Context: an optimization exercise on an open-source flow, tuned for a short achievable clock period and few clock cycles. The choices shown serve that exercise and are no tape-out recipe. No functional check of the RTL was part of any run shown here. No activity file was given, so power comes from the tool's default toggle rates.

## design/flow/flow/run.sh

```bash
#!/bin/bash
# Standard layout, with the timing repair aiming at a larger setup margin.
bash standard.sh SETUP_SLACK_MARGIN=5.2 > standard_flow.log 2>&1
```

## design/flow/standard.sh

```bash
#!/bin/bash
# synth_recipe.tcl (not shown) runs the flow's synth.tcl, then flattens the netlist and writes it again
# the make line also repeats each setting of config.mk as NAME=value (left out here)
make -C /OpenROAD-flow-scripts/flow DESIGN_CONFIG=/design/flow/config.mk WORK_HOME=/design/flow/orfs CLKGATE_MAP_FILE= SYNTH_SCRIPT=/design/flow/synth_recipe.tcl "${@:-finish}"
```

## design/flow/config.mk

```make
export PLATFORM = sky130hd
export DESIGN_NAME = TinyMIPS
export DESIGN_NICKNAME = TinyMIPS
export VERILOG_FILES = /design/flow/design.v
export SDC_FILE = /design/flow/constraint.sdc
export NUM_CORES = 8
export LEC_CHECK = 0
export CAP_MARGIN = 20
export CORE_MARGIN = 2
export CORE_UTILIZATION = 58
export PLACE_DENSITY = 0.72
export SETUP_SLACK_MARGIN = 5
export SLEW_MARGIN = 20
export SYNTH_HIERARCHICAL = 1
```

## design/flow/constraint.sdc

```tcl
create_clock -name core_clock -period 8.0 [get_ports {clk}]
set_input_delay 1.6000 -clock core_clock [delete_from_list [all_inputs] [get_ports {clk}]]
set_output_delay 1.6000 -clock core_clock [all_outputs]
set_load 0.01 [all_outputs]
```

## design/flow/design.v

```verilog
module TinyMIPS(
    input  wire        clk,
    input  wire        rst,
    input  wire [15:0] data_fromRAM,
    output wire        wrEn,
    output wire [7:0]  addr_toRAM,
    output wire [15:0] data_toRAM
);
    reg  [7:0]  pA;         
    reg  [7:0]  pAi;        
    reg         pWEi;
    reg         pWE;
    reg  [15:0] pDO;
    reg         pF;         
    reg         pH;         
    reg  [15:0] pSD;
    reg  [7:0]  pPC;        
    reg  [7:0]  pNX;        
    reg         pBP;        
    assign addr_toRAM = pA;
    assign wrEn       = pWE;
    assign data_toRAM = pDO;
    reg         rV, rBP;    
    reg         rF;         
    reg  [7:0]  rPC, rPC1, rNX;
    reg         LAbb;
    reg         dropP;      
    reg  [7:0]  LApc, LApc1;
    reg  [5:0]  LAimm;
    reg  [7:0]  fpc;        
    reg         hF;         
    reg         halted;
    reg         bv;         
    reg  [7:0]  bpc, btg;
    reg  [7:0]  cv;
    reg  [4:0]  ctag [0:7];
    reg  [15:0] cdat [0:7];
    localparam QW = 60;
    reg  [QW-1:0] Q [0:3];
    reg  [3:0]  qh, qt, qn;
    wire        q_ne  = qn[0];
    wire        q_ge2 = qn[1];
    wire        q_ge3 = qn[2];
    wire        q_full = qn[3];
    reg  [15:0] RF [0:7];
    reg         ev;
    reg         e_wr;       
    reg         e_long;     
    reg  [7:0]  e_av, e_lv;          
    reg         e_srl, e_ld, e_st, e_br, e_beq, e_halt;
    reg  [15:0] eX, eY;
    reg         fxa, fya;   
    reg         fxc, fyc;   
    reg         fxm, fym;   
    reg         fxu, fyu;   
    reg  [5:0]  e_imm;
    reg  [7:0]  e_pc, e_pc1, e_pc2;
    reg         e_ptk, e_rb;     
    reg  [7:0]  e_pn;            
    reg         e_bk;            
    reg  [7:0]  e_alt, e_alt1;   
    reg  [7:0]  e_aoh, e_a1oh;   
    reg         bV, b_tk, b_ptk, b_sane, b_bk;
    reg  [7:0]  b_alt;           
    reg  [7:0]  b_pc, b_tgt, b_pc1, b_tgt1, b_pc2;
    reg         b_h0, b_h1;      
    reg  [15:0] b_w0, b_w1;
    reg  [15:0] Rres;       
    reg  [15:0] LR;         
    reg  [7:0]  s1_av, s1_lv;        
    reg         s1_ld;
    reg  [7:0]  s2_lv;               
    reg         s2_ld;
    reg  [7:0]  s3_lv;               
    reg  [7:0]  rselv, dselv, lselv, bxv;
    reg  [15:0] MR0, MR1, MR2, MR3, MR4, MR5;    
    reg  [15:0] SR;                              
    reg  [15:0] M0, M1;                          
    wire [15:0] Xa = fxa ? Rres : eX;
    wire [15:0] Ya = fya ? Rres : eY;
    wire [15:0] Xc = fxc ? Rres : eX;
    wire [15:0] Yc = fyc ? Rres : eY;
    wire [15:0] Xm = fxm ? Rres : eX;
    wire [15:0] Ym = fym ? Rres : eY;
    wire [15:0] Xu = fxu ? Rres : eX;
    wire [15:0] Yu = fyu ? Rres : eY;
    wire [15:0] sum;
    add16m u_sum (.a(Xa), .b(Ya), .s(sum));
    wire        c_eq, c_lt;
    cmp16m u_cmp (.a(Xc), .b(Yc), .eq(c_eq), .lt(c_lt));
    wire        taken = e_beq ? c_eq : c_lt;
    wire        misB  = bV & (~b_sane | (b_tk != b_ptk));
    wire [7:0]  redir  = b_tk ? b_tgt  : b_pc1;
    wire [7:0]  redir1 = b_tk ? b_tgt1 : b_pc2;
    wire        e_ok     = ev & ~misB;
    wire        e_halt_v = e_ok & e_halt;
    wire        e_mem    = e_ok & (e_ld | e_st);
    wire        sq       = misB | e_halt_v;
    wire [7:0]  maddr    = Xm[7:0] + {2'b00, e_imm};
    wire [7:0]  e_tgt, e_tgt1;
    add8m u_et0 (.a(e_pc),  .b({{2{e_imm[5]}}, e_imm}), .s(e_tgt));
    add8m u_et1 (.a(e_pc1), .b({{2{e_imm[5]}}, e_imm}), .s(e_tgt1));
    reg  [15:0] ew0, ew1;
    reg         eh0r, eh1r;
    integer j;
    always @* begin
        ew0 = 16'd0; ew1 = 16'd0; eh0r = 1'b0; eh1r = 1'b0;
        for (j = 0; j < 8; j = j + 1) begin
            ew0  = ew0  | (cdat[j] & {16{e_aoh[j]}});
            ew1  = ew1  | (cdat[j] & {16{e_a1oh[j]}});
            eh0r = eh0r | (e_aoh[j]  & cv[j] & (ctag[j] == e_alt[7:3]));
            eh1r = eh1r | (e_a1oh[j] & cv[j] & (ctag[j] == e_alt1[7:3]));
        end
    end
    wire        eh0 = eh0r & ~(pWEi & (pAi == e_alt));
    wire        eh1 = eh1r & ~(pWEi & (pAi == e_alt1));
    wire [15:0] r0, r1, r2, r3, r4, r5, shres, m0n, m1n;
    mul_e  u_mul_e  (.x(Xu), .y(Yu), .srl(e_srl), .r0(r0), .r1(r1), .r2(r2), .r3(r3),
                     .r4(r4), .r5(r5), .sh(shres));
    mul_e2 u_mul_e2 (.r0(MR0), .r1(MR1), .r2(MR2), .r3(MR3), .r4(MR4), .r5(MR5), .sh(SR),
                     .s(m0n), .c(m1n));
    wire [15:0] mres;
    add16m u_mres (.a(M0), .b(M1), .s(mres));
    wire [15:0] lres = s2_ld ? data_fromRAM : mres;
    wire [15:0] ri = data_fromRAM;
    wire        r_ok = rV & ~LAbb;
    wire        r_bb = r_ok & (ri[15:12] >= 4'd8) & (ri[15:12] <= 4'd10) & ri[5] & ~rBP;
    wire        p_ok = pF & pH & ~LAbb;
    wire        p_bb = p_ok & (pSD[15:12] >= 4'd8) & (pSD[15:12] <= 4'd10) & pSD[5] & ~pBP;
    wire        wr_p = p_ok & ~r_bb;                     
    wire [17:0] r_pd, p_pd;
    predec u_pr (.w(ri),  .pd(r_pd));
    predec u_pp (.w(pSD), .pd(p_pd));
    wire [QW-1:0] a_r = {rPC1,       ri,  rPC, rNX, r_pd, r_bb, rBP};
    wire [QW-1:0] a_p = {pPC + 8'd1, pSD, pPC, pNX, p_pd, p_bb, pBP};
    wire [QW-1:0] q0;
    wire [15:0] rx, ry;
    wire        issue, x0, y0;
    wire [7:0]  e_wv = e_av | e_lv;
    dstage #(.QW(QW)) u_d (
        .q0e(Q[0]), .q1e(Q[1]), .q2e(Q[2]), .q3e(Q[3]), .qh(qh), .q_ne(q_ne), .halted(halted),
        .rf({RF[7], RF[6], RF[5], RF[4], RF[3], RF[2], RF[1], RF[0]}),
        .rres(Rres), .lr(LR), .din(data_fromRAM),
        .rselv(rselv), .dselv(dselv), .lselv(lselv), .bxv(bxv),
        .ev(ev), .e_lv(e_lv), .e_wv(e_wv),
        .q0(q0), .rx(rx), .ry(ry), .issue(issue), .x0(x0), .y0(y0));
    wire [15:0] di   = q0[51:36];
    wire [7:0]  d_pc = q0[35:28];
    wire [7:0]  d_pn = q0[27:20];
    wire        d_rb = q0[1];
    wire        d_bp = q0[0];
    wire [3:0]  dop = di[15:12];
    wire [2:0]  da = di[11:9];
    wire        d_add  = (dop == 4'd0);
    wire        d_addi = (dop == 4'd1);
    wire        d_mul  = (dop == 4'd2);
    wire        d_srl  = (dop == 4'd3);
    wire        d_ld   = (dop == 4'd4);
    wire        d_st   = (dop == 4'd5);
    wire        d_cp   = (dop == 4'd6);
    wire        d_cpi  = (dop == 4'd7);
    wire        d_br   = (dop == 4'd8) | (dop == 4'd9) | (dop == 4'd10);
    wire        d_halt = (dop >= 4'd11);
    wire        needx = q0[3];
    wire        needy = q0[2];
    wire        d_wr  = d_add | d_addi | d_cp | d_cpi;
    wire        d_long = d_ld | d_mul | d_srl;
    wire        d_ptk = d_br & (d_rb | d_bp);
    wire [7:0]  d_pc1 = q0[59:52];
    wire [7:0]  d_pc2 = d_pc1 + 8'd1;
    wire [7:0]  d_tgt, d_tgt1;
    add8m u_dt0 (.a(d_pc),  .b({{2{di[5]}}, di[5:0]}), .s(d_tgt));
    add8m u_dt1 (.a(d_pc1), .b({{2{di[5]}}, di[5:0]}), .s(d_tgt1));
    wire [2:0]  d_t0 = d_pc[2:0]  + di[2:0];
    wire [2:0]  d_t1 = d_pc1[2:0] + di[2:0];
    wire [7:0]  n_w1 = e_ok ? e_wv : 8'd0;                   
    wire [7:0]  n_l1 = e_ok ? e_lv : 8'd0;                   
    wire [7:0]  n_l2 = s1_lv & ~(e_ok ? e_av : 8'd0);        
    wire        room  = ~(q_full | (q_ge3 & (rV | pF)) | (q_ge2 & rV & pF));
    wire [2:0]  fi    = fpc[2:0];
    wire        hitF  = hF & ~(pWEi & (pAi[2:0] == fi));
    wire        bhit  = bv & (bpc == fpc);
    wire [7:0]  fpc1  = fpc + 8'd1;
    wire [7:0]  fpred = bhit ? btg : fpc1;
    wire        hC = cv[fi] & (ctag[fi] == fpc[7:3]) & ~(rF & (rPC[2:0] == fi));
    wire        hA = cv[fpc1[2:0]] & (ctag[fpc1[2:0]] == fpc1[7:3]) & ~(rF & (rPC[2:0] == fpc1[2:0]));
    wire        hB = cv[btg[2:0]] & (ctag[btg[2:0]] == btg[7:3]) & ~(rF & (rPC[2:0] == btg[2:0]));
    wire [7:0]  LAtgt, la_tgt1;
    add8m u_lat  (.a(LApc),  .b({{2{LAimm[5]}}, LAimm}), .s(LAtgt));
    add8m u_lat1 (.a(LApc1), .b({{2{LAimm[5]}}, LAimm}), .s(la_tgt1));
    wire        bf2 = b_sane & b_h0 & b_h1;
    wire        bf1 = b_sane & b_h0 & ~b_h1;
    wire [7:0]  b_alt1 = b_alt + 8'd1;
    wire [7:0]  b_alt2 = b_alt + 8'd2;
    wire [7:0]  b_alt3 = b_alt + 8'd3;
    wire [7:0]  b_s  = bf2 ? b_alt2 : bf1 ? b_alt1 : redir;
    wire [7:0]  b_s1 = bf2 ? b_alt3 : bf1 ? b_alt2 : redir1;
    reg  [7:0]  nA, nNX, nfpc, nPC;
    reg         nF, nH, nBP, nhF;
    always @* begin
        nA = pAi; nNX = pNX; nfpc = fpc; nPC = pPC;
        nF = 1'b0; nH = 1'b0; nBP = 1'b0; nhF = hC & ~pWEi;
        if (misB) begin
            nA = b_s; nF = 1'b1; nPC = b_s; nNX = b_s1; nfpc = b_s1; nhF = 1'b0;
        end else if (e_halt_v | halted) begin
            nF = 1'b0;
        end else begin
            if (e_mem) nA = maddr;
            if (LAbb) begin
                nhF = 1'b0;
                if (room & ~e_mem) begin
                    nA = LAtgt; nF = 1'b1; nPC = LAtgt; nNX = la_tgt1; nfpc = la_tgt1;
                end else
                    nfpc = LAtgt;
            end else if (room & hitF) begin
                nF = 1'b1; nH = 1'b1; nPC = fpc; nNX = fpred; nfpc = fpred; nBP = bhit;
                nhF = (bhit ? hB : hA) & ~pWEi;
            end else if (room & ~e_mem) begin
                nA = fpc; nF = 1'b1; nPC = fpc; nNX = fpred; nfpc = fpred; nBP = bhit;
                nhF = (bhit ? hB : hA) & ~pWEi;
            end
        end
    end
    wire [17:0] b0_pd, b1_pd;
    predec u_pb0 (.w(b_w0), .pd(b0_pd));
    predec u_pb1 (.w(b_w1), .pd(b1_pd));
    wire [QW-1:0] a_b0 = {b_alt1, b_w0, b_alt,  b_alt1, b0_pd, 2'b00};
    wire [QW-1:0] a_b1 = {b_alt2, b_w1, b_alt1, b_alt2, b1_pd, 2'b00};
    wire        rsel = r_ok & ~misB;
    wire [QW-1:0] A0 = rsel ? a_r : (misB ? a_b0 : a_p);
    wire [QW-1:0] A1 = misB ? a_b1 : a_p;
    wire [1:0]  am  = misB ? {bf2, bf1} : e_halt_v ? 2'd0 :
                      {r_ok & p_ok, r_ok ^ p_ok};
    wire        drop = dropP & ~sq;                      
    wire [3:0]  nqh = sq ? qt : issue ? {qh[2:0], qh[3]} : qh;
    wire [3:0]  nqt = drop ? {qt[0], qt[3:1]} :
                      am[1] ? {qt[1:0], qt[3:2]} : am[0] ? {qt[2:0], qt[3]} : qt;
    wire [3:0]  qn1 = sq ? 4'd0 : issue ? {1'b0, qn[3:1]} : qn;
    wire [3:0]  nqn = drop ? {1'b0, qn1[3:1]} :
                      am[1] ? {qn1[1:0], 2'b11} : am[0] ? {qn1[2:0], 1'b1} : qn1;
    wire [3:0]  qt1 = {qt[2:0], qt[3]};
    always @(posedge clk) begin
        if (rst) begin
            pA  <= 8'd0;
            pWE <= 1'b0;
        end else begin
            pA  <= nA;
            pWE <= e_mem & e_st;
        end
        pDO <= Ym;
    end
    always @(posedge clk or posedge rst) begin
        if (rst) begin
            pAi  <= 8'd0;
            pWEi <= 1'b0;
        end else begin
            pAi  <= nA;
            pWEi <= e_mem & e_st;
        end
    end
    integer i, r;
    always @(posedge clk) begin
        if (rst) begin
            pF <= 1'b1; pH <= 1'b0; pPC <= 8'd0; pNX <= 8'd1; pBP <= 1'b0;
            rV <= 1'b0; rF <= 1'b0; LAbb <= 1'b0; dropP <= 1'b0;
            fpc <= 8'd1; hF <= 1'b0; halted <= 1'b0; bv <= 1'b0;
            cv <= 8'd0;
            qh <= 4'd1; qt <= 4'd1; qn <= 4'd0;
            ev <= 1'b0; bV <= 1'b0;
            s1_av <= 8'd0; s1_lv <= 8'd0; s2_lv <= 8'd0; s3_lv <= 8'd0;
            rselv <= 8'd0; dselv <= 8'd0; lselv <= 8'd0; bxv <= 8'd0;
        end else begin
            pF <= nF; pH <= nH; pPC <= nPC; pNX <= nNX; pBP <= nBP;
            fpc <= nfpc; hF <= nhF;
            qh <= nqh; qt <= nqt; qn <= nqn;
            rV <= pF & ~pH & ~sq & ~LAbb;
            rF <= pF & ~pH;
            LAbb <= (r_bb | (wr_p & p_bb)) & ~sq;
            dropP <= r_bb & p_ok & ~sq;
            if (rF) cv[rPC[2:0]] <= 1'b1;
            if (pWEi) cv[pAi[2:0]] <= 1'b0;
            ev <= issue & ~sq;
            bV <= e_ok & ~e_halt;
            if (e_halt_v) halted <= 1'b1;
            if (bV & b_tk & b_bk) bv <= 1'b1;
            s1_av <= e_ok ? e_av : 8'd0;
            s1_lv <= e_ok ? e_lv : 8'd0;
            s2_lv <= s1_lv & ~(e_ok ? e_av : 8'd0);
            s3_lv <= s2_lv;
            rselv <= n_w1;
            dselv <= ~n_w1 & (s1_ld ? n_l2 : 8'd0);
            lselv <= ~n_w1 & ~n_l2 & s2_lv;
            bxv   <= n_l1 | (~n_w1 & (s1_ld ? 8'd0 : n_l2));
        end
    end
    always @(posedge clk) begin
        pSD <= cdat[fi];
        rPC <= pPC;
        rPC1 <= pPC + 8'd1;
        rNX <= pNX;
        rBP <= pBP;
        if (rF) begin
            cdat[rPC[2:0]] <= data_fromRAM;
            ctag[rPC[2:0]] <= rPC[7:3];
        end
        if (r_bb) begin
            LApc <= rPC; LApc1 <= rPC1; LAimm <= ri[5:0];
        end else begin
            LApc <= pPC; LApc1 <= pPC + 8'd1; LAimm <= pSD[5:0];
        end
        if (bV & b_tk & b_bk) begin
            bpc <= b_pc; btg <= b_tgt;
        end
        for (i = 0; i < 4; i = i + 1) begin
            if ((misB | ~q_full) & qt[i])
                Q[i] <= A0;
            else if ((misB | ~q_ge3) & qt1[i])
                Q[i] <= A1;
        end
        e_wr   <= d_wr;
        e_long <= d_long;
        e_av   <= d_wr   ? (8'd1 << da) : 8'd0;
        e_lv   <= d_long ? (8'd1 << da) : 8'd0;
        e_srl  <= d_srl;
        e_ld   <= d_ld;
        e_st   <= d_st;
        e_br   <= d_br;
        e_beq  <= (dop == 4'd8);
        e_halt <= d_halt;
        eX     <= d_cpi ? {7'd0, di[8:0]} : rx;
        eY     <= d_addi ? {{10{di[5]}}, di[5:0]} : (d_cp | d_cpi) ? 16'd0 : ry;
        fxa    <= needx & x0 & d_wr;
        fya    <= needy & y0 & d_wr;
        fxc    <= needx & x0 & d_br;
        fyc    <= needy & y0 & d_br;
        fxm    <= needx & x0 & (d_ld | d_st);
        fym    <= needy & y0 & d_st;
        fxu    <= needx & x0 & (d_mul | d_srl);
        fyu    <= needy & y0 & (d_mul | d_srl);
        e_imm  <= di[5:0];
        e_bk   <= di[5];
        e_pc   <= d_pc;
        e_pc1  <= d_pc1;
        e_pc2  <= d_pc2;
        e_ptk  <= d_ptk;
        e_rb   <= d_rb;
        e_pn   <= d_pn;
        e_alt  <= d_ptk ? d_pc1 : d_tgt;
        e_alt1 <= d_ptk ? d_pc2 : d_tgt1;
        e_aoh  <= 8'd1 << (d_ptk ? d_pc1[2:0] : d_t0);
        e_a1oh <= 8'd1 << (d_ptk ? d_pc2[2:0] : d_t1);
        b_tk   <= e_br & taken;
        b_ptk  <= e_ptk;
        b_alt  <= e_alt;
        b_sane <= e_rb | (e_ptk ? (e_pn == e_tgt) : (e_pn == e_pc1));
        b_bk   <= e_br & e_bk;
        b_pc   <= e_pc;
        b_tgt  <= e_tgt;
        b_pc1  <= e_pc1;
        b_tgt1 <= e_tgt1;
        b_pc2  <= e_pc2;
        b_h0   <= eh0;
        b_h1   <= eh1;
        b_w0   <= ew0;
        b_w1   <= ew1;
        Rres <= sum;
        s1_ld <= e_ld;
        s2_ld <= s1_ld;
        MR0 <= r0; MR1 <= r1; MR2 <= r2; MR3 <= r3; MR4 <= r4; MR5 <= r5;
        SR  <= shres;
        M0  <= m0n; M1 <= m1n;
        LR <= lres;
        for (r = 0; r < 8; r = r + 1) begin
            if (s3_lv[r]) RF[r] <= LR;
            if (s1_av[r]) RF[r] <= Rres;
        end
    end
endmodule
module add16m(input wire [15:0] a, input wire [15:0] b, output wire [15:0] s);
    reg [15:0] g, p;
    integer i, k;
    always @* begin
        g = a & b;
        p = a ^ b;
        for (k = 1; k < 16; k = k * 2)
            for (i = 15; i >= k; i = i - 1) begin
                g[i] = g[i] | (p[i] & g[i-k]);
                p[i] = p[i] & p[i-k];
            end
    end
    assign s = (a ^ b) ^ {g[14:0], 1'b0};
endmodule
module cmp16m(input wire [15:0] a, input wire [15:0] b, output wire eq, output wire lt);
    reg [15:0] g, p;
    integer i, k;
    always @* begin
        g = ~a & b;
        p = ~(a ^ b);
        for (k = 1; k < 16; k = k * 2)
            for (i = 15; i >= k; i = i - 1) begin
                g[i] = g[i] | (p[i] & g[i-k]);
                p[i] = p[i] & p[i-k];
            end
    end
    assign lt = g[15];
    assign eq = (a == b);
endmodule
module mul_e(input wire [15:0] x, input wire [15:0] y, input wire srl,
             output wire [15:0] r0, output wire [15:0] r1, output wire [15:0] r2,
             output wire [15:0] r3, output wire [15:0] r4, output wire [15:0] r5,
             output wire [15:0] sh);
    wire [16:0] yb = {y, 1'b0};
    wire [15:0] pp [0:7];
    wire [15:0] pk;
    genvar g;
    generate
        for (g = 0; g < 8; g = g + 1) begin : booth
            wire one = ~srl & (yb[2*g+1] ^ yb[2*g]);
            wire two = ~srl & ((yb[2*g+2] & ~yb[2*g+1] & ~yb[2*g]) | (~yb[2*g+2] & yb[2*g+1] & yb[2*g]));
            wire neg = ~srl & yb[2*g+2];
            wire [15:0] m  = two ? {x[14:0], 1'b0} : one ? x : 16'd0;
            wire [15:0] mm = neg ? ~m : m;
            assign pp[g] = mm << (2*g);
            assign pk[2*g]   = neg;
            assign pk[2*g+1] = 1'b0;
        end
    endgenerate
    assign r0 = pp[0] ^ pp[1] ^ pp[2];
    assign r1 = ((pp[0] & pp[1]) | (pp[0] & pp[2]) | (pp[1] & pp[2])) << 1;
    assign r2 = pp[3] ^ pp[4] ^ pp[5];
    assign r3 = ((pp[3] & pp[4]) | (pp[3] & pp[5]) | (pp[4] & pp[5])) << 1;
    assign r4 = pp[6] ^ pp[7] ^ pk;
    assign r5 = ((pp[6] & pp[7]) | (pp[6] & pk) | (pp[7] & pk)) << 1;
    wire        zero = (|y[15:6]) | y[4];
    wire [15:0] shr = x >> y[3:0];
    wire [15:0] shl = x << y[3:0];
    assign sh = (srl & ~zero) ? (y[5] ? shl : shr) : 16'd0;
endmodule
module mul_e2(input wire [15:0] r0, input wire [15:0] r1, input wire [15:0] r2,
              input wire [15:0] r3, input wire [15:0] r4, input wire [15:0] r5,
              input wire [15:0] sh, output wire [15:0] s, output wire [15:0] c);
    wire [15:0] a0 = r0 ^ r1 ^ r2;
    wire [15:0] b0 = ((r0 & r1) | (r0 & r2) | (r1 & r2)) << 1;
    wire [15:0] a1 = r3 ^ r4 ^ r5;
    wire [15:0] b1 = ((r3 & r4) | (r3 & r5) | (r4 & r5)) << 1;
    wire [15:0] a2 = a0 ^ b0 ^ a1;
    wire [15:0] b2 = ((a0 & b0) | (a0 & a1) | (b0 & a1)) << 1;
    assign s = (a2 ^ b2 ^ b1) | sh;
    assign c = ((a2 & b2) | (a2 & b1) | (b2 & b1)) << 1;
endmodule
module add8m(input wire [7:0] a, input wire [7:0] b, output wire [7:0] s);
    reg [7:0] g, p;
    integer i, k;
    always @* begin
        g = a & b;
        p = a ^ b;
        for (k = 1; k < 8; k = k * 2)
            for (i = 7; i >= k; i = i - 1) begin
                g[i] = g[i] | (p[i] & g[i-k]);
                p[i] = p[i] & p[i-k];
            end
    end
    assign s = (a ^ b) ^ {g[6:0], 1'b0};
endmodule
module predec(input wire [15:0] w, output wire [17:0] pd);
    wire [3:0] op = w[15:12];
    wire [7:0] fa = 8'd1 << w[11:9];
    wire [7:0] fb = 8'd1 << w[8:6];
    wire [7:0] fc = 8'd1 << w[5:3];
    wire       ab = (op == 4'd8) | (op == 4'd9);
    wire       ya = (op == 4'd5) | (op == 4'd10);
    wire       br = ab | (op == 4'd10);
    wire [7:0] xoh = ab ? fa : fb;
    wire [7:0] yoh = ya ? fa : ab ? fb : fc;
    wire       nx = (op != 4'd7) & (op <= 4'd10);
    wire       ny = (op == 4'd0) | (op == 4'd2) | (op == 4'd3) | (op == 4'd5) | br;
    assign pd = {xoh, yoh, nx, ny};
endmodule
module dstage #(parameter QW = 52) (
    input  wire [QW-1:0] q0e, q1e, q2e, q3e,
    input  wire [3:0]    qh,
    input  wire          q_ne, halted,
    input  wire [127:0]  rf,
    input  wire [15:0]   rres, lr, din,
    input  wire [7:0]    rselv, dselv, lselv, bxv,
    input  wire          ev,
    input  wire [7:0]    e_lv, e_wv,
    output wire [QW-1:0] q0,
    output wire [15:0]   rx, ry,
    output wire          issue, x0, y0);
    assign q0 = ({QW{qh[0]}} & q0e) | ({QW{qh[1]}} & q1e) |
                ({QW{qh[2]}} & q2e) | ({QW{qh[3]}} & q3e);
    wire [7:0]  xs = q0[19:12];      
    wire [7:0]  ys = q0[11:4];
    wire        needx = q0[3];
    wire        needy = q0[2];
    wire [7:0]  w0   = ev ? e_wv : 8'd0;
    wire [7:0]  busy = ev ? (e_lv | (~e_wv & bxv)) : bxv;
    wire        xstall = needx & |(busy & xs);
    wire        ystall = needy & |(busy & ys);
    assign issue = q_ne & ~xstall & ~ystall & ~halted;
    assign x0 = |(xs & w0);
    assign y0 = |(ys & w0);
    reg  [15:0] rfx, rfy;
    integer r;
    always @* begin
        rfx = 16'd0; rfy = 16'd0;
        for (r = 0; r < 8; r = r + 1) begin
            rfx = rfx | (rf[16*r +: 16] & {16{xs[r]}});
            rfy = rfy | (rf[16*r +: 16] & {16{ys[r]}});
        end
    end
    wire        xr = |(xs & rselv);
    wire        yr = |(ys & rselv);
    wire        xd = |(xs & dselv);
    wire        yd = |(ys & dselv);
    wire        xl = |(xs & lselv);
    wire        yl = |(ys & lselv);
    wire [15:0] rx1 = xr ? rres : xl ? lr : rfx;
    wire [15:0] ry1 = yr ? rres : yl ? lr : rfy;
    assign rx = xd ? din : rx1;
    assign ry = yd ? din : ry1;
endmodule
```

==> impl_metrics.toml, run 1 <==
[status]
outcome = "no timing/DRC/antenna violations"

[synthesis]
synthAdderAreaFrac_pct = 5.11
yosys.area_share.simple_pct = 12.9
synth_top_family_by_area = "compound AO/OA/AOI/OAI gates"
syn_inst = 6308
yosysWarningCount = 16
yosysMostFrequentCell = "nand2_1"
synth_mux_area_share_pct = 12.8
yosysTopAreaCell = "edfxtp_1"
synth_top_area_share_pct = 25.5
avgSynthCellArea_sq_um = 10.3
async_flop_share_pct = 0.767
synth_edf_count = 552
synth_common_cells = "nand2_1 (626), dfxtp_1 (612), edfxtp_1 (552)"
netlist_area_sq_mm = 0.0649
synth_cell_types = 121
synth_compound_area_share_pct = 15.5
ys_seq_elements = 1173
synthXorXnorAreaFrac_pct = 3.93
synthFlopType = "dfxtp_1"
ys_seq_area_share_pct = 44.8
yosys-top-cells-area = "edfxtp_1 (26%), dfxtp_1 (19%), mux2_2 (5.4%)"

[setup_path]
path_buf_inv = 5
timing.rr.start = "qh[0]"
startpoint = "qh[0]"
cp_slowest_cell = "dfxtp_4"
crit_chain = "buf_12 > a22oi_2 > nand2_2 > buf_12 > a22oi_1 > nand4_1 > a221oi_2 > buf_4 > buf_6 > buf_12 > mux2i_4 > nor2_4 > a221oi_4 > a211oi_2"
crit_fanout = 21
worstSetupPathType = "register to register"
crit_family = "compound AO/OA/AOI/OAI gates"
worstPathArrival_ps = 3610
worstSetupEndpointType = "register"
cp_common_cell = "buf_12"
crit_required_ps = 8560
max_stage_delay_ps = 430
startpoint_type = "register"

[worst_hold_path]
worstHoldStart = "e_pc2[6]"
hold_class = "register to register"

[placement]
dp_cells = 7393
finalWeightedCongestion = 0.968
port-buffer-count = 42
dp_hpwl_microns = 141000

[floorplan]
dieArea_sq_mm = 0.115
die_width_microns = 339
start_util_pct = 58.6
core_sq_mm = 0.111
ioPinCount = 43
die_y_microns = 339
rows = 122

[drt]
wl_microns = 228000
routed-via-count = 53600
drtIter0Drc = 9255
drc_errors = 0
ant_nets = 0
viasPerCell = 6.85
dr.pass1.iters = 9
post_drt_wl_per_cell_microns = 29.2

[grt]
grt.total_usage_pct = 37.9
grt.busiest_layer = "met2"
use_met1_pct = 53.9
gr-total-overflow = 0
grt_pass1_vias = 49700
use_met2_pct = 54.3
grt_max_degree = 91
grt_antenna_before_repair = 17
met3_usage_pct = 10.8
grt_pass1_wl_microns = 328000

[power]
p_switching_mw = 17.9
internal-power_mw = 21.1
power.density_mw_per_mm2 = 530
p_comb_share_pct = 55.4
netSwitchingFraction_pct = 46.0
seqPwrFrac_pct = 29.5
max-vdd-ir-drop_uv = 369
clkPwrFrac_pct = 15.1
leakagePower_nw = 27.6

[sta]
finalMaxSlewViolations = 0
fmax_mhz = 327
period_needed_ps = 3060
setup_viol = 0
hold_viol_final = 0
period_share_pct = 38.2
worst_pin_slew_ps = 1210
grt_setup_unrepaired = "yes"
clock_skew_ps = 46.5
relSlewSlack_pct = 19.1
timing.setup.tns_ps = 0

[final_layout]
fin_cells = 7826
nets = 6443
drive_gt1_share_pct = 20.2
syn_to_final_growth_pct = 13.3

[clock_network]
clk_latency_ps = 750
cts_hold_buf = 0
clock_sinks = 1173
cts-htree-levels = 3
clockBufferDepth = 3
cts_tree = "built"
cts_root_buffer = "clkbuf_16"
clkTransAtPathRegs_ps = 60
cts_buffers = 120

[run]
cap_viol_max_count = 0
## sequential cells by signal (all words and copies together), names as in the netlist, 16 cells and up, named ones only
signal	flops
MR0	16
pSD	16
b_w0	16
eY	16
ctag	40
MR5	16
LR	16
M1	16
cdat	128
MR4	16
Rres	16
eX	16
Q	240
MR2	16
MR3	16
pDO	16
MR1	16
M0	16
RF	128
SR	16
b_w1	16
## worst paths after layout
kind	endpoint	slack (ps)	cells after the start
max reg2reg	qn[2]	4940	14
max in group asynchronous	pAi[1]	6050	3
max	qn[2]	4940	14
min reg2reg	b_pc2[6]	330	0
min in group asynchronous	pAi[6]	1670	3
min	b_pc2[6]	330	0
## through the flow
stage,hold slack [ps],total power [mW],instance area (sq um),setup slack (ps),util [%]
after floorplan,310,24.1,65200,4730,-
after global placement,313,29.1,65300,3750,59.0
after detailed placement,318,29.5,65300,3650,59.0
after CTS,329,37.2,71900,5000,64.9
after global routing,337,40.6,73500,4880,66.3
final,330,39.0,73500,4940,66.4
## layer usage
layer | wire length, microns | up-vias | share of wire, %
li1 | - | 23000 | -
met1 | 87600 | 25900 | 38
met2 | 94500 | 4021 | 41
met3 | 34300 | 730 | 15
met4 | 12000 | 8 | 5.3
met5 | 73 | - | 0.032
## per-module statistics from Yosys (local to each module, per instance), excerpt
module    cell area (sq um)  flip-flops and latches  cells  copies in the design
add16m                  694                       0     91                     2
add8m                   324                       0     42                     6
TinyMIPS              47800                    1173   3980                     1
mul_e2                 1410                       0     94                     1
predec                  556                       0     73                     4
cmp16m                  392                       0     57                     1
mul_e                  5480                       0    834                     1
## layout by cell type, fill, tap and decap left out, types with 76 or more instances in the layout
| cell | n |
|---|---|
| edfxtp_1 | 552 |
| fa_1 | 81 |
| buf_4 | 156 |
| inv_1 | 115 |
| nand2_1 | 585 |
| clkbuf_16 | 132 |
| mux4_2 | 76 |
| o21ai_0 | 256 |
| a22oi_1 | 397 |
| xor2_1 | 138 |
| nand4_1 | 108 |
| xnor2_1 | 136 |
| mux2_2 | 302 |
| nand3_1 | 108 |
| a21oi_1 | 348 |
| mux2i_1 | 249 |
| dfxtp_1 | 557 |
| ha_1 | 109 |
| nor2_1 | 515 |
## kinds of logic (layout without fill, tap and decap cells)
| logic type | after synthesis | count (layout) |
|---|---|---|
| multiplexers | 680 | 689 |
| XOR/XNOR | 282 | 282 |
| AO/OA/AOI/OAI | 1494 | 1494 |
| AND/OR/NAND/NOR | 1779 | 1790 |
| other | 2 | 47 |
| adder cells (fa/ha/maj) | 217 | 217 |
| flip-flops | 1173 | 1173 |
| buffers and inverters | 681 | 646 |
## repair_timing
item,in CTS,in global routing
endpoints found under the setup margin,786,332
buffers inserted,71,78
cloned,36,11
pin swaps,54,43
resized for setup,417,220
## cell type report
cell class	instances	area, sq um
Timing Repair Buffer	282	3390
Multi-Input combinational cell	4512	34400
Antenna cell	7	17.5
Timing Repair inverter	1	5.00
Sequential cell	1173	29200
Fill cell	8295	37300
Tap cell	1488	1860
Clock inverter	51	554
Inverter	133	549
Clock buffer	179	3620
## power by group through the flow
stage / sequential (mW) / clock, mW / combinational (mW)
2_1_floorplan: 9.93 / 0 / 14.2
3_3_place_gp: 11.3 / 0 / 17.8
3_5_place_dp: 11.4 / 0 / 18.1
4_1_cts: 11.3 / 5.87 / 20.0
5_1_grt: 11.6 / 6.13 / 22.9
6_report: 11.5 / 5.87 / 21.6
==> run 2: changes to the inputs <==
--- a/design/flow/design.v
+++ b/design/flow/design.v
@@ -267,8 +267,7 @@
             cv <= 8'd0;
             qh <= 4'd1; qt <= 4'd1; qn <= 4'd0;
             ev <= 1'b0; bV <= 1'b0;
-            s1_av <= 8'd0; s1_lv <= 8'd0; s2_lv <= 8'd0; s3_lv <= 8'd0;
-            rselv <= 8'd0; dselv <= 8'd0; lselv <= 8'd0; bxv <= 8'd0;
+            bxv <= 8'd0;
         end else begin
             pF <= nF; pH <= nH; pPC <= nPC; pNX <= nNX; pBP <= nBP;
             fpc <= nfpc; hF <= nhF;
@@ -283,13 +282,6 @@
             bV <= e_ok & ~e_halt;
             if (e_halt_v) halted <= 1'b1;
             if (bV & b_tk & b_bk) bv <= 1'b1;
-            s1_av <= e_ok ? e_av : 8'd0;
-            s1_lv <= e_ok ? e_lv : 8'd0;
-            s2_lv <= s1_lv & ~(e_ok ? e_av : 8'd0);
-            s3_lv <= s2_lv;
-            rselv <= n_w1;
-            dselv <= ~n_w1 & (s1_ld ? n_l2 : 8'd0);
-            lselv <= ~n_w1 & ~n_l2 & s2_lv;
             bxv   <= n_l1 | (~n_w1 & (s1_ld ? 8'd0 : n_l2));
         end
     end
@@ -364,6 +356,13 @@
         b_w0   <= ew0;
         b_w1   <= ew1;
         Rres <= sum;
+        s1_av <= e_ok ? e_av : 8'd0;
+        s1_lv <= e_ok ? e_lv : 8'd0;
+        s2_lv <= s1_lv & ~(e_ok ? e_av : 8'd0);
+        s3_lv <= s2_lv;
+        rselv <= n_w1;
+        dselv <= ~n_w1 & (s1_ld ? n_l2 : 8'd0);
+        lselv <= ~n_w1 & ~n_l2 & s2_lv;
         s1_ld <= e_ld;
         s2_ld <= s1_ld;
         MR0 <= r0; MR1 <= r1; MR2 <= r2; MR3 <= r3; MR4 <= r4; MR5 <= r5;
@@ -496,9 +495,14 @@
     wire        needy = q0[2];
     wire [7:0]  w0   = ev ? e_wv : 8'd0;
     wire [7:0]  busy = ev ? (e_lv | (~e_wv & bxv)) : bxv;
-    wire        xstall = needx & |(busy & xs);
-    wire        ystall = needy & |(busy & ys);
-    assign issue = q_ne & ~xstall & ~ystall & ~halted;
+    function stall_of;
+        input [QW-1:0] e;
+        input [7:0]    b;
+        stall_of = (e[3] & |(b & e[19:12])) | (e[2] & |(b & e[11:4]));
+    endfunction
+    wire [3:0]  st = {stall_of(q3e, busy), stall_of(q2e, busy),
+                      stall_of(q1e, busy), stall_of(q0e, busy)};
+    assign issue = q_ne & ~|(qh & st) & ~halted;
     assign x0 = |(xs & w0);
     assign y0 = |(ys & w0);
     reg  [15:0] rfx, rfy;
==> design/flow/flow/run.sh (replaced) <==
#!/bin/bash
# Standard layout, with the timing repair aiming at a larger setup margin.
bash standard.sh SETUP_SLACK_MARGIN=5.25 > standard_flow.log 2>&1
--- a/design/flow/config.mk
+++ b/design/flow/config.mk
@@ -7,8 +7,8 @@
 export LEC_CHECK = 0
 export CAP_MARGIN = 20
 export CORE_MARGIN = 2
-export CORE_UTILIZATION = 58
-export PLACE_DENSITY = 0.72
+export CORE_UTILIZATION = 50
+export PLACE_DENSITY = 0.65
 export SETUP_SLACK_MARGIN = 5
 export SLEW_MARGIN = 20
 export SYNTH_HIERARCHICAL = 1
==> run 2 against run 1 <==
Still clean. Synthesized cell count is 0.48% higher. Register-to-register slack got worse by 60 ps. Die area rose by 16%. Routed wire length grew 3.8%. Utilization shrank 8.8 points. Clock power up 5.3%. Critical endpoint is now qn[1].
==> impl_metrics.toml, run 2 <==
[power]
leakagePower_nw = 27.9
p_total_mw = 38.0
clkPwrFrac_pct = 16.3
netSwitchingFraction_pct = 45.6
p_switching_mw = 17.3
power.density_mw_per_mm2 = 510
p_comb_share_pct = 53.2
internal-power_mw = 20.7
seqPwrFrac_pct = 30.6
max-vdd-ir-drop_uv = 264

[clock_network]
cts_root_buffer = "clkbuf_16"
clkTransAtPathRegs_ps = 60
clk_latency_ps = 790
clockBufferDepth = 3
cts_tree = "built"
cts-htree-levels = 4
clock_sinks = 1173
cts_buffers = 130

[grt]
gr-total-overflow = 0
grt_pass1_wl_microns = 334000
grt_antenna_before_repair = 13
grt_max_degree = 83
grt.total_usage_pct = 33.8
grt_pass1_vias = 49700

[final_layout]
nets = 6501
layout_commonest_cell = "nand2_1"
largest_register_ffs = 240
nFillCells = 10800
fin_cells = 8134
drive_gt1_share_pct = 20.7
final_core_util_pct = 57.6
fin_area_sq_mm = 0.0746
final_cell_mix = "nand2_1 (587), edfxtp_1 (552), dfxtp_1 (546)"
syn_to_final_growth_pct = 14.5

[synthesis]
yosysWarningCount = 16
yosys-top-cells-area = "edfxtp_1 (25%), dfxtp_1 (19%), mux2_2 (5.8%)"
avgSynthCellArea_sq_um = 10.3
synth_common_cells = "nand2_1 (619), dfxtp_1 (612), edfxtp_1 (552)"
yosysMostFrequentCell = "nand2_1"
ys_seq_elements = 1173
synth_cell_types = 112
ys_seq_area_share_pct = 44.6
netlist_area_sq_mm = 0.0651
yosysTopAreaCell = "edfxtp_1"
async_flop_share_pct = 0.767
synth_top_area_share_pct = 25.4
syn_inst = 6338
synth_edf_count = 552
synthFlopType = "dfxtp_1"

[sta]
relSlewSlack_pct = 19.2
grt_setup_unrepaired = "yes"
period_needed_ps = 3120
fmax_mhz = 320
hold_slack_ps = 330
hold_viol_final = 0
clock_skew_ps = 29.6
worst_pin_slew_ps = 1210
period_share_pct = 39.0
timing.setup.tns_ps = 0
setup_viol = 0
finalMaxSlewViolations = 0
fin_ws_ps = 4880

[floorplan]
ioPinCount = 43
start_util_pct = 50.3
die_width_microns = 365
rows = 132
dieArea_sq_mm = 0.133
core_sq_mm = 0.129
die_y_microns = 365

[drt]
dr.pass1.iters = 8
wl_microns = 237000
post_drt_wl_per_cell_microns = 29.1
ant_nets = 0
viasPerCell = 6.65
routed-via-count = 54100
drc_errors = 0
drtIter0Drc = 8200

[status]
outcome = "no timing/DRC/antenna violations"

[run]
cap_viol_max_count = 0

[worst_hold_path]
min_to = "b_pc2[5]"
hold-path-cell-count = 0
hold_class = "register to register"
worstHoldStart = "e_pc2[5]"

[setup_path]
worstPathArrival_ps = 3730
crit_required_ps = 8610
reg2reg_depth = 14
worst-r2r-setup-slack_ps = 4880
worstSetupEndpointType = "register"
crit_fanout = 7
startpoint_type = "register"
r2r_end = "qn[1]"
timing.rr.start = "ev"
worstSetupPathType = "register to register"

[placement]
dp_hpwl_microns = 147000
port-buffer-count = 42
dp_cells = 7693
postPlaceCellArea_sq_mm = 0.0661
post-place-ws_ps = 3230
finalWeightedCongestion = 0.942
-- run 2: logic make-up (layout without fill, tap and decap cells) --
group	Yosys count	count (layout)	synth area share (%)
compound gates	1559	1562	16.0
xor+xnor	282	282	3.86
fa+ha+maj	217	217	5.09
buf+inv	678	665	4.92
flops	1173	1173	44.6
mux	693	700	13.0
other cells	2	43	0.0115
simple gates	1734	1750	12.6
-- run 2: cell type report --
type	instances	area [sq um]	area share (%)
Timing Repair Buffer	292	3330	4.46
Timing Repair inverter	1	7.51	0.0101
Inverter	132	517	0.693
Antenna cell	3	7.51	0.0101
Sequential cell	1173	29200	39.2
Clock buffer	170	3630	4.87
Multi-Input combinational cell	4551	35000	46.9
Clock inverter	70	743	0.996
Tap cell	1742	2180	2.92
-- run 2: Yosys stat by module, one instance, submodules excluded, excerpt --
module,cells,copies in the design,cell area [sq um]
TinyMIPS,3918,1,47400
add16m,91,2,694
add8m,42,6,324
cmp16m,57,1,392
mul_e,834,1,5480
mul_e2,94,1,1410
predec,73,4,556
-- run 2: worst max-delay path, stage by stage (launching register included) --
cell and delay [ps]:
dfxtp_4 430, buf_12 170, a21boi_4 90, buf_12 140
o2111ai_4 160, nand4b_1 180, nor4_2 310, o21ai_2 130
a2111oi_4 300, buf_6 170, mux2_4 320, nand2_4 90
nor2_4 40, a2111oi_4 320, a211oi_2 70
-- run 2: worst max path at each step --
stage,from,to,slack (ps)
2_1_floorplan,data_fromRAM[14],Q[1][7],4730
3_3_place_gp,data_fromRAM[14],LApc1[7],3330
5_1_grt,ev,qn[1],4800
4_1_cts,ev,qn[1],4960
6_report,ev,qn[1],4880
3_5_place_dp,data_fromRAM[14],LApc[7],3230
-- run 2: power groups by stage --
stage	Sequential [mW]	Combinational (mW)	Clock [mW]
3_5_place_dp	11.4	17.7	0
4_1_cts	11.4	18.7	6.22
2_1_floorplan	9.85	13.5	0
6_report	11.6	20.2	6.18
3_3_place_gp	11.4	17.5	0
5_1_grt	11.7	21.5	6.45
-- run 2: per-layer routing --
| layer | GRT usage, % | up-vias | part of all wire [%] |
|---|---|---|---|
| met5 | 0 | - | 0.025 |
| met4 | 12.0 | 10 | 4.2 |
| met2 | 48.2 | 3837 | 42 |
| met3 | 9.84 | 646 | 14 |
| met1 | 48.5 | 26300 | 40 |
| li1 | - | 23200 | - |
-- run 2: what timing repair did --
action / in CTS / in global routing
hold buffers: 0 / 0
resized for setup: 421 / 209
setup endpoints to repair: 786 / 305
gates cloned: 25 / 22
pin swaps: 49 / 61
buffers inserted: 72 / 79
==> run 3: changes to the inputs <==
--- a/design/flow/design.v
+++ b/design/flow/design.v
@@ -32,9 +32,9 @@
     reg         halted;
     reg         bv;         
     reg  [7:0]  bpc, btg;
-    reg  [7:0]  cv;
-    reg  [4:0]  ctag [0:7];
-    reg  [15:0] cdat [0:7];
+    reg  [15:0] cv;
+    reg  [3:0]  ctag [0:15];
+    reg  [15:0] cdat [0:15];
     localparam QW = 60;
     reg  [QW-1:0] Q [0:3];
     reg  [3:0]  qh, qt, qn;
@@ -59,7 +59,7 @@
     reg  [7:0]  e_pn;            
     reg         e_bk;            
     reg  [7:0]  e_alt, e_alt1;   
-    reg  [7:0]  e_aoh, e_a1oh;   
+    reg  [15:0] e_aoh, e_a1oh;   
     reg         bV, b_tk, b_ptk, b_sane, b_bk;
     reg  [7:0]  b_alt;           
     reg  [7:0]  b_pc, b_tgt, b_pc1, b_tgt1, b_pc2;
@@ -105,11 +105,11 @@
     integer j;
     always @* begin
         ew0 = 16'd0; ew1 = 16'd0; eh0r = 1'b0; eh1r = 1'b0;
-        for (j = 0; j < 8; j = j + 1) begin
+        for (j = 0; j < 16; j = j + 1) begin
             ew0  = ew0  | (cdat[j] & {16{e_aoh[j]}});
             ew1  = ew1  | (cdat[j] & {16{e_a1oh[j]}});
-            eh0r = eh0r | (e_aoh[j]  & cv[j] & (ctag[j] == e_alt[7:3]));
-            eh1r = eh1r | (e_a1oh[j] & cv[j] & (ctag[j] == e_alt1[7:3]));
+            eh0r = eh0r | (e_aoh[j]  & cv[j] & (ctag[j] == e_alt[7:4]));
+            eh1r = eh1r | (e_a1oh[j] & cv[j] & (ctag[j] == e_alt1[7:4]));
         end
     end
     wire        eh0 = eh0r & ~(pWEi & (pAi == e_alt));
@@ -171,20 +171,20 @@
     wire [7:0]  d_tgt, d_tgt1;
     add8m u_dt0 (.a(d_pc),  .b({{2{di[5]}}, di[5:0]}), .s(d_tgt));
     add8m u_dt1 (.a(d_pc1), .b({{2{di[5]}}, di[5:0]}), .s(d_tgt1));
-    wire [2:0]  d_t0 = d_pc[2:0]  + di[2:0];
-    wire [2:0]  d_t1 = d_pc1[2:0] + di[2:0];
+    wire [3:0]  d_t0 = d_pc[3:0]  + di[3:0];
+    wire [3:0]  d_t1 = d_pc1[3:0] + di[3:0];
     wire [7:0]  n_w1 = e_ok ? e_wv : 8'd0;                   
     wire [7:0]  n_l1 = e_ok ? e_lv : 8'd0;                   
     wire [7:0]  n_l2 = s1_lv & ~(e_ok ? e_av : 8'd0);        
     wire        room  = ~(q_full | (q_ge3 & (rV | pF)) | (q_ge2 & rV & pF));
-    wire [2:0]  fi    = fpc[2:0];
-    wire        hitF  = hF & ~(pWEi & (pAi[2:0] == fi));
+    wire [3:0]  fi    = fpc[3:0];
+    wire        hitF  = hF & ~(pWEi & (pAi[3:0] == fi));
     wire        bhit  = bv & (bpc == fpc);
     wire [7:0]  fpc1  = fpc + 8'd1;
     wire [7:0]  fpred = bhit ? btg : fpc1;
-    wire        hC = cv[fi] & (ctag[fi] == fpc[7:3]) & ~(rF & (rPC[2:0] == fi));
-    wire        hA = cv[fpc1[2:0]] & (ctag[fpc1[2:0]] == fpc1[7:3]) & ~(rF & (rPC[2:0] == fpc1[2:0]));
-    wire        hB = cv[btg[2:0]] & (ctag[btg[2:0]] == btg[7:3]) & ~(rF & (rPC[2:0] == btg[2:0]));
+    wire        hC = cv[fi] & (ctag[fi] == fpc[7:4]) & ~(rF & (rPC[3:0] == fi));
+    wire        hA = cv[fpc1[3:0]] & (ctag[fpc1[3:0]] == fpc1[7:4]) & ~(rF & (rPC[3:0] == fpc1[3:0]));
+    wire        hB = cv[btg[3:0]] & (ctag[btg[3:0]] == btg[7:4]) & ~(rF & (rPC[3:0] == btg[3:0]));
     wire [7:0]  LAtgt, la_tgt1;
     add8m u_lat  (.a(LApc),  .b({{2{LAimm[5]}}, LAimm}), .s(LAtgt));
     add8m u_lat1 (.a(LApc1), .b({{2{LAimm[5]}}, LAimm}), .s(la_tgt1));
@@ -264,7 +264,7 @@
             pF <= 1'b1; pH <= 1'b0; pPC <= 8'd0; pNX <= 8'd1; pBP <= 1'b0;
             rV <= 1'b0; rF <= 1'b0; LAbb <= 1'b0; dropP <= 1'b0;
             fpc <= 8'd1; hF <= 1'b0; halted <= 1'b0; bv <= 1'b0;
-            cv <= 8'd0;
+            cv <= 16'd0;
             qh <= 4'd1; qt <= 4'd1; qn <= 4'd0;
             ev <= 1'b0; bV <= 1'b0;
             bxv <= 8'd0;
@@ -276,8 +276,8 @@
             rF <= pF & ~pH;
             LAbb <= (r_bb | (wr_p & p_bb)) & ~sq;
             dropP <= r_bb & p_ok & ~sq;
-            if (rF) cv[rPC[2:0]] <= 1'b1;
-            if (pWEi) cv[pAi[2:0]] <= 1'b0;
+            if (rF) cv[rPC[3:0]] <= 1'b1;
+            if (pWEi) cv[pAi[3:0]] <= 1'b0;
             ev <= issue & ~sq;
             bV <= e_ok & ~e_halt;
             if (e_halt_v) halted <= 1'b1;
@@ -292,8 +292,8 @@
         rNX <= pNX;
         rBP <= pBP;
         if (rF) begin
-            cdat[rPC[2:0]] <= data_fromRAM;
-            ctag[rPC[2:0]] <= rPC[7:3];
+            cdat[rPC[3:0]] <= data_fromRAM;
+            ctag[rPC[3:0]] <= rPC[7:4];
         end
         if (r_bb) begin
             LApc <= rPC; LApc1 <= rPC1; LAimm <= ri[5:0];
@@ -339,8 +339,8 @@
         e_pn   <= d_pn;
         e_alt  <= d_ptk ? d_pc1 : d_tgt;
         e_alt1 <= d_ptk ? d_pc2 : d_tgt1;
-        e_aoh  <= 8'd1 << (d_ptk ? d_pc1[2:0] : d_t0);
-        e_a1oh <= 8'd1 << (d_ptk ? d_pc2[2:0] : d_t1);
+        e_aoh  <= 16'd1 << (d_ptk ? d_pc1[3:0] : d_t0);
+        e_a1oh <= 16'd1 << (d_ptk ? d_pc2[3:0] : d_t1);
         b_tk   <= e_br & taken;
         b_ptk  <= e_ptk;
         b_alt  <= e_alt;
==> run 3 against run 2 <==
Die area up 14%. Sequential power grew 9%. Utilization fell by 0.23 points. Global-route usage rose by 1.1 points. Critical endpoint is now qn[2]. Highest routed layer unchanged.
==> impl_metrics.toml, run 3 <==
[placement]
dp_hpwl_microns = 173000
port-buffer-count = 42
finalWeightedCongestion = 0.989

[setup_path]
startpoint_type = "register"
worstSetupPathType = "register to register"
worstSetupEndpointType = "register"
crit_required_ps = 8690
startpoint = "ev"
reg2reg_depth = 13
crit_fanout = 8
worstPathArrival_ps = 3780
timing.rr.start = "ev"

[grt]
met3_usage_pct = 8.92
grt.total_usage_pct = 34.9
gr-total-overflow = 0
use_met1_pct = 49.4
grt_antenna_before_repair = 16
grt_pass1_wl_microns = 391000
use_met2_pct = 49.9
grt_max_degree = 75
grt.busiest_layer = "met2"
grt_pass1_vias = 56400

[final_layout]
drive_gt1_share_pct = 21.1
final_cell_mix = "edfxtp_1 (704), dfxtp_1 (568), nand2_1 (560)"
final_core_util_pct = 57.4
syn_to_final_growth_pct = 13.8
largest_register_ffs = 256
layout_commonest_cell = "edfxtp_1"
nets = 7127
nFillCells = 12100

[power]
max-vdd-ir-drop_uv = 355
power.density_mw_per_mm2 = 488
leakagePower_nw = 31.5

[synthesis]
syn_inst = 6964
yosys-top-cells-area = "edfxtp_1 (28%), dfxtp_1 (17%), mux2_2 (4.8%)"
synth_cell_types = 113
yosysWarningCount = 16
ys_seq_elements = 1351
synth_top_area_share_pct = 28.3
netlist_area_sq_mm = 0.0746
ys_seq_area_share_pct = 45.8
synth_common_cells = "edfxtp_1 (704), dfxtp_1 (638), nand2_1 (611)"
synthFlopType = "edfxtp_1"
synth_edf_count = 704
yosysMostFrequentCell = "edfxtp_1"
avgSynthCellArea_sq_um = 10.7
async_flop_share_pct = 0.666
yosysTopAreaCell = "edfxtp_1"

[sta]
setup_viol = 0
finalMaxSlewViolations = 0
clock_skew_ps = 34.0
timing.setup.tns_ps = 0
grt_setup_unrepaired = "yes"
relSlewSlack_pct = 20.7
worst_pin_slew_ps = 1180
hold_viol_final = 0
period_needed_ps = 3100
period_share_pct = 38.7
fmax_mhz = 323

[floorplan]
dieArea_sq_mm = 0.152
core_sq_mm = 0.148
rows = 141
start_util_pct = 50.4
die_y_microns = 390
die_width_microns = 390
ioPinCount = 43

[clock_network]
cts_root_buffer = "clkbuf_16"
clk_latency_ps = 820
clockBufferDepth = 3
clkTransAtPathRegs_ps = 60
cts-htree-levels = 4
cts_hold_buf = 0
cts_tree = "built"
clock_sinks = 1351
cts_buffers = 147

[drt]
wl_microns = 280000
routed-via-count = 61200
post_drt_wl_per_cell_microns = 31.3
drc_errors = 0
dr.pass1.iters = 7
ant_nets = 0
drtIter0Drc = 9831
viasPerCell = 6.84

[run]
cap_viol_max_count = 0

[worst_hold_path]
hold_class = "register to register"
worstHoldStart = "e_pc2[1]"
hold-path-cell-count = 0

[status]
outcome = "no timing/DRC/antenna violations"
-- run 3: logic make-up (layout without fill, tap and decap cells) --
kind of cell             Yosys count  after routing  share of synthesized area, %
AND/OR/NAND/NOR                 1828           1848                          11.6
AO/OA/AOI/OAI                   1732           1733                          16.0
flip-flops                      1351           1351                          45.8
multiplexers                     748            756                          13.3
buffers and inverters            742            732                          4.71
XOR/XNOR                         338            338                          4.02
adder cells (fa/ha/maj)          223            223                          4.54
other                              2             42                        0.0101
-- run 3: final cells by class --
class / count / area (sq um) / share of cell area (%)
Antenna cell: 2 / 5.00 / 0.00589
Timing Repair inverter: 4 / 30.0 / 0.0354
Clock inverter: 61 / 707 / 0.832
Sequential cell: 1351 / 34300 / 40.4
Multi-Input combinational cell: 4938 / 39000 / 46.0
Timing Repair Buffer: 323 / 3720 / 4.38
Tap cell: 1930 / 2410 / 2.84
Clock buffer: 208 / 4190 / 4.93
Inverter: 136 / 538 / 0.634
-- run 3: metrics by stage --
step	power [mW]	area (sq um)	setup slack, ps	hold WS (ps)	std cells
3_3_place_gp	31.3	75600	3580	314	8464
3_5_place_dp	31.8	75600	3570	312	8464
6_report	41.4	84900	4900	325	8953
5_1_grt	43.3	84900	4810	331	8951
4_1_cts	39.7	83300	4910	325	8854
2_1_floorplan	25.6	75000	4740	310	7002
-- run 3: modules after synthesis, one instance, submodules excluded, a selection --
module / cells inside / flip-flops and latches / area, sq um / times used
mul_e2: 94 / 0 / 1410 / 1
mul_e: 834 / 0 / 5480 / 1
predec: 73 / 0 / 556 / 4
add16m: 91 / 0 / 694 / 2
TinyMIPS: 4544 / 1351 / 56900 / 1
add8m: 42 / 0 / 324 / 6
cmp16m: 57 / 0 / 392 / 1
-- run 3: power by group --
| group | total (mW) | internal [mW] | switching (mW) | leakage (nW) |
|---|---|---|---|---|
| combinational | 21.8 | 8.66 | 13.2 | 17.0 |
| clock | 6.98 | 4.03 | 2.95 | 2.39 |
| sequential | 12.6 | 9.94 | 2.68 | 12.1 |
-- run 3: worst paths after layout --
check / end / slack, ps
max: qn[2] / 4900
min: b_pc2[1] / 320
max reg2reg: qn[2] / 4900
min reg2reg: b_pc2[1] / 320
max in group asynchronous: pAi[5] / 6470
min in group asynchronous: pAi[0] / 1250
-- run 3: critical path, stage by stage (launching register included) --
cell       delay (ps)
dfxtp_4           520
buf_12            150
buf_6              90
a21boi_4          100
a221oi_2          280
nand4_1           210
a31o_2            320
a2111oi_4         360
buf_6             210
mux2i_4           250
nor3_1             60
o21ai_1           120
o221ai_1          120
and3_1            180
-- run 3: per-layer routing --
| metal | vias up | wire length, microns |
|---|---|---|
| li1 | 25900 | - |
| met1 | 30000 | 110000 |
| met2 | 4469 | 117000 |
| met3 | 851 | 37500 |
| met4 | 10 | 15300 |
| met5 | - | 155 |
-- run 3: what timing repair did --
| action | 4_1_cts | 5_1_grt |
|---|---|---|
| gates resized for setup | 485 | 207 |
| pin swaps | 52 | 55 |
| setup endpoints to repair | 838 | 641 |
| buffers inserted | 86 | 78 |
| cloned | 35 | 19 |
==> run 4: changes to the inputs <==
--- a/design/flow/design.v
+++ b/design/flow/design.v
@@ -35,7 +35,7 @@
     reg  [15:0] cv;
     reg  [3:0]  ctag [0:15];
     reg  [15:0] cdat [0:15];
-    localparam QW = 60;
+    localparam QW = 52;
     reg  [QW-1:0] Q [0:3];
     reg  [3:0]  qh, qt, qn;
     wire        q_ne  = qn[0];
@@ -131,8 +131,8 @@
     wire [17:0] r_pd, p_pd;
     predec u_pr (.w(ri),  .pd(r_pd));
     predec u_pp (.w(pSD), .pd(p_pd));
-    wire [QW-1:0] a_r = {rPC1,       ri,  rPC, rNX, r_pd, r_bb, rBP};
-    wire [QW-1:0] a_p = {pPC + 8'd1, pSD, pPC, pNX, p_pd, p_bb, pBP};
+    wire [QW-1:0] a_r = {ri,  rPC, rNX, r_pd, r_bb, rBP};
+    wire [QW-1:0] a_p = {pSD, pPC, pNX, p_pd, p_bb, pBP};
     wire [QW-1:0] q0;
     wire [15:0] rx, ry;
     wire        issue, x0, y0;
@@ -166,8 +166,8 @@
     wire        d_wr  = d_add | d_addi | d_cp | d_cpi;
     wire        d_long = d_ld | d_mul | d_srl;
     wire        d_ptk = d_br & (d_rb | d_bp);
-    wire [7:0]  d_pc1 = q0[59:52];
-    wire [7:0]  d_pc2 = d_pc1 + 8'd1;
+    wire [7:0]  d_pc1 = d_pc + 8'd1;
+    wire [7:0]  d_pc2 = d_pc + 8'd2;
     wire [7:0]  d_tgt, d_tgt1;
     add8m u_dt0 (.a(d_pc),  .b({{2{di[5]}}, di[5:0]}), .s(d_tgt));
     add8m u_dt1 (.a(d_pc1), .b({{2{di[5]}}, di[5:0]}), .s(d_tgt1));
@@ -224,8 +224,8 @@
     wire [17:0] b0_pd, b1_pd;
     predec u_pb0 (.w(b_w0), .pd(b0_pd));
     predec u_pb1 (.w(b_w1), .pd(b1_pd));
-    wire [QW-1:0] a_b0 = {b_alt1, b_w0, b_alt,  b_alt1, b0_pd, 2'b00};
-    wire [QW-1:0] a_b1 = {b_alt2, b_w1, b_alt1, b_alt2, b1_pd, 2'b00};
+    wire [QW-1:0] a_b0 = {b_w0, b_alt,  b_alt1, b0_pd, 2'b00};
+    wire [QW-1:0] a_b1 = {b_w1, b_alt1, b_alt2, b1_pd, 2'b00};
     wire        rsel = r_ok & ~misB;
     wire [QW-1:0] A0 = rsel ? a_r : (misB ? a_b0 : a_p);
     wire [QW-1:0] A1 = misB ? a_b1 : a_p;
@@ -267,7 +267,8 @@
             cv <= 16'd0;
             qh <= 4'd1; qt <= 4'd1; qn <= 4'd0;
             ev <= 1'b0; bV <= 1'b0;
-            bxv <= 8'd0;
+            s1_av <= 8'd0; s1_lv <= 8'd0; s2_lv <= 8'd0; s3_lv <= 8'd0;
+            rselv <= 8'd0; dselv <= 8'd0; lselv <= 8'd0; bxv <= 8'd0;
         end else begin
             pF <= nF; pH <= nH; pPC <= nPC; pNX <= nNX; pBP <= nBP;
             fpc <= nfpc; hF <= nhF;
@@ -282,6 +283,13 @@
             bV <= e_ok & ~e_halt;
             if (e_halt_v) halted <= 1'b1;
             if (bV & b_tk & b_bk) bv <= 1'b1;
+            s1_av <= e_ok ? e_av : 8'd0;
+            s1_lv <= e_ok ? e_lv : 8'd0;
+            s2_lv <= s1_lv & ~(e_ok ? e_av : 8'd0);
+            s3_lv <= s2_lv;
+            rselv <= n_w1;
+            dselv <= ~n_w1 & (s1_ld ? n_l2 : 8'd0);
+            lselv <= ~n_w1 & ~n_l2 & s2_lv;
             bxv   <= n_l1 | (~n_w1 & (s1_ld ? 8'd0 : n_l2));
         end
     end
@@ -356,13 +364,6 @@
         b_w0   <= ew0;
         b_w1   <= ew1;
         Rres <= sum;
-        s1_av <= e_ok ? e_av : 8'd0;
-        s1_lv <= e_ok ? e_lv : 8'd0;
-        s2_lv <= s1_lv & ~(e_ok ? e_av : 8'd0);
-        s3_lv <= s2_lv;
-        rselv <= n_w1;
-        dselv <= ~n_w1 & (s1_ld ? n_l2 : 8'd0);
-        lselv <= ~n_w1 & ~n_l2 & s2_lv;
         s1_ld <= e_ld;
         s2_ld <= s1_ld;
         MR0 <= r0; MR1 <= r1; MR2 <= r2; MR3 <= r3; MR4 <= r4; MR5 <= r5;
@@ -495,14 +496,9 @@
     wire        needy = q0[2];
     wire [7:0]  w0   = ev ? e_wv : 8'd0;
     wire [7:0]  busy = ev ? (e_lv | (~e_wv & bxv)) : bxv;
-    function stall_of;
-        input [QW-1:0] e;
-        input [7:0]    b;
-        stall_of = (e[3] & |(b & e[19:12])) | (e[2] & |(b & e[11:4]));
-    endfunction
-    wire [3:0]  st = {stall_of(q3e, busy), stall_of(q2e, busy),
-                      stall_of(q1e, busy), stall_of(q0e, busy)};
-    assign issue = q_ne & ~|(qh & st) & ~halted;
+    wire        xstall = needx & |(busy & xs);
+    wire        ystall = needy & |(busy & ys);
+    assign issue = q_ne & ~xstall & ~ystall & ~halted;
     assign x0 = |(xs & w0);
     assign y0 = |(ys & w0);
     reg  [15:0] rfx, rfy;
--- a/design/flow/config.mk
+++ b/design/flow/config.mk
@@ -7,8 +7,8 @@
 export LEC_CHECK = 0
 export CAP_MARGIN = 20
 export CORE_MARGIN = 2
-export CORE_UTILIZATION = 50
-export PLACE_DENSITY = 0.65
+export CORE_UTILIZATION = 58
+export PLACE_DENSITY = 0.72
 export SETUP_SLACK_MARGIN = 5
 export SLEW_MARGIN = 20
 export SYNTH_HIERARCHICAL = 1
==> run 4 against run 3 <==
Largest cell class unchanged. Area after synthesis fell by 2.8%. Die area down 16%. Register-to-register slack gained 210 ps. Worst setup slack better by 210 ps. Utilization is 9.7 points higher. Count of clock-buffer cells in the layout decreased by 22. Critical endpoint is now e_alt1[6]. Combinational power up 8%. Clock power shrank 2.9%. Worst hold slack better by 2.7 ps. Routed wire length shrank 6.8%. Sequential share of layout area fell by 0.32 points.
==> impl_metrics.toml, run 4 <==
[status]
outcome = "no timing/DRC/antenna violations"

[synthesis]
syn_inst = 6700
netlist_area_sq_mm = 0.0725
synth_common_cells = "edfxtp_1 (672), dfxtp_1 (636), nand2_1 (574)"
async_flop_share_pct = 0.683
yosysTopAreaCell = "edfxtp_1"
synth_top_area_share_pct = 27.8
yosysWarningCount = 16
yosysMostFrequentCell = "edfxtp_1"
avgSynthCellArea_sq_um = 10.8
yosys-top-cells-area = "edfxtp_1 (28%), dfxtp_1 (18%), mux2_2 (5.0%)"

[grt]
gr-total-overflow = 0
grt.total_usage_pct = 39.2
grt_pass1_wl_microns = 369000
grt_max_degree = 78
grt_antenna_before_repair = 9

[drt]
wl_microns = 261000
viasPerCell = 7.06
routed-via-count = 59500
post_drt_wl_per_cell_microns = 30.9
drc_errors = 0

[setup_path]
max_stage_delay_ps = 490
path_buf_inv = 3
crit_chain = "buf_12 > a22oi_2 > nand2_4 > buf_6 > buf_12 > ha_4 > nand2_4 > xnor2_4 > ha_4 > o21a_1 > o31a_1 > or4b_4 > nand3_2 > nand2_1 > nand2_1"
worstSetupEndpointType = "register"
cp_slowest_cell = "or4b_4"
crit_fanout = 8
crit_family = "simple AND/OR/NAND/NOR gates"
startpoint_type = "register"

[clock_network]
clockBufferDepth = 3
cts_buffers = 139
clk_latency_ps = 800
cts_root_buffer = "clkbuf_16"
clkTransAtPathRegs_ps = 60

[power]
leakagePower_nw = 30.9
max-vdd-ir-drop_uv = 348

[sta]
finalMaxSlewViolations = 0
hold_viol_final = 0
period_share_pct = 36.1
setup_viol = 0
grt_setup_unrepaired = "yes"
fmax_mhz = 346
relSlewSlack_pct = 15.2

[final_layout]
final_cell_mix = "edfxtp_1 (672), dfxtp_1 (575), nand2_1 (528)"

[floorplan]
die_width_microns = 358
core_sq_mm = 0.124
dieArea_sq_mm = 0.128

[placement]
port-buffer-count = 42
dp_hpwl_microns = 158000
==> run 4: changes by cell type after synthesis, moves of 16 or more <==
cell / delta
o21ai_0: -64
a21oi_1: -51
buf_2: -38
nand2_1: -37
edfxtp_1: -32
a22oi_1: -24
clkbuf_1: +20
inv_1: -20
buf_1: +16
==> run 4: per-module statistics from Yosys (local to each module, per instance), excerpt <==
module,cells inside,times used
mul_e,834,1
mul_e2,94,1
predec,73,4
cmp16m,57,1
add8m,42,6
TinyMIPS,4396,1
add16m,91,2
==> run 4: per-stage QoR <==
step                util [%]  hold WS [ps]  power (mW)  setup WS [ps]
floorplan                  -           310        25.6           4730
finish                  67.0           327        42.5           5110
CTS                     65.5           326        40.1           5130
global route            67.0           332        44.2           5030
detailed placement      59.3           314        31.6           3310
global placement        59.3           311        31.1           3350
==> run 4: routing by layer <==
layer / up-vias / GRT usage (%) / wire length (microns)
met5: - / 0 / 30
met4: 6 / 17.1 / 14200
met3: 956 / 11.2 / 39400
met2: 4867 / 56.0 / 109000
met1: 28800 / 55.6 / 98500
li1: 25000 / - / -
==> run 4: timing repair <==
action                                  4_1_cts  5_1_grt
gates resized for setup                     461      225
endpoints found under the setup margin      669      440
pin swaps                                    57       87
setup buffers                                99       89
cloned                                       31       16
hold buffers                                  0        0
==> run 4: path summary, 6_finish.rpt <==
path	from	endpoint	slack, ps	cells after the start
hold reg to reg	e_pc2[7]	b_pc2[7]	330	0
setup reg to reg	qh[2]	e_alt1[6]	5110	15
hold / removal	e_pc2[7]	b_pc2[7]	330	0
max in group asynchronous	rst	pAi[7]	6520	3
min in group asynchronous	rst	pWEi	1250	3
setup / recovery	qh[2]	e_alt1[6]	5110	15
==> run 4: logic make-up after synthesis <==
family,Yosys count,share of synthesized area [%]
AOI/OAI and AO/OA,1560,15.1
xor gates and xnor gates,346,4.23
adders and majority gates,224,4.69
buffers and inverters,711,4.54
DFF,1317,45.7
muxes,764,14.1
other,2,0.0104
and+or+nand+nor,1776,11.6
==> run 4: area by class of cell <==
cell class,count,area (sq um)
Fill cell,8942,40800
Tap cell,1637,2050
Inverter,117,474
Multi-Input combinational cell,4724,38000
Clock inverter,72,806
Timing Repair Buffer,370,4400
Antenna cell,4,10.0
Clock buffer,186,3970
Timing Repair inverter,2,10.0
Sequential cell,1317,33300
==> run 4: power breakdown <==
group / switching [mW] / total [mW] / internal (mW) / leakage (nW)
Clock: 2.90 / 6.78 / 3.89 / 2.33
Combinational: 13.9 / 23.6 / 9.78 / 16.9
Sequential: 2.34 / 12.0 / 9.68 / 11.7
==> run 4: worst register-to-register path, stage by stage (launching register included) <==
cell	delay, ps
dfxtp_4	390
buf_12	160
a22oi_2	200
nand2_4	160
buf_6	170
buf_12	120
ha_4	180
nand2_4	90
xnor2_4	150
ha_4	230
o21a_1	160
o31a_1	130
or4b_4	490
nand3_2	90
nand2_1	60
nand2_1	60

Re-timed with assumed drivers on the ports (clkbuf_16 on the clock, buf_2 on other inputs), run 4 has 5.077 ns of setup slack against 5.110 ns with ideal ports, and 4.449 ns once port delays also move by the mid clock arrival of 0.878 ns.
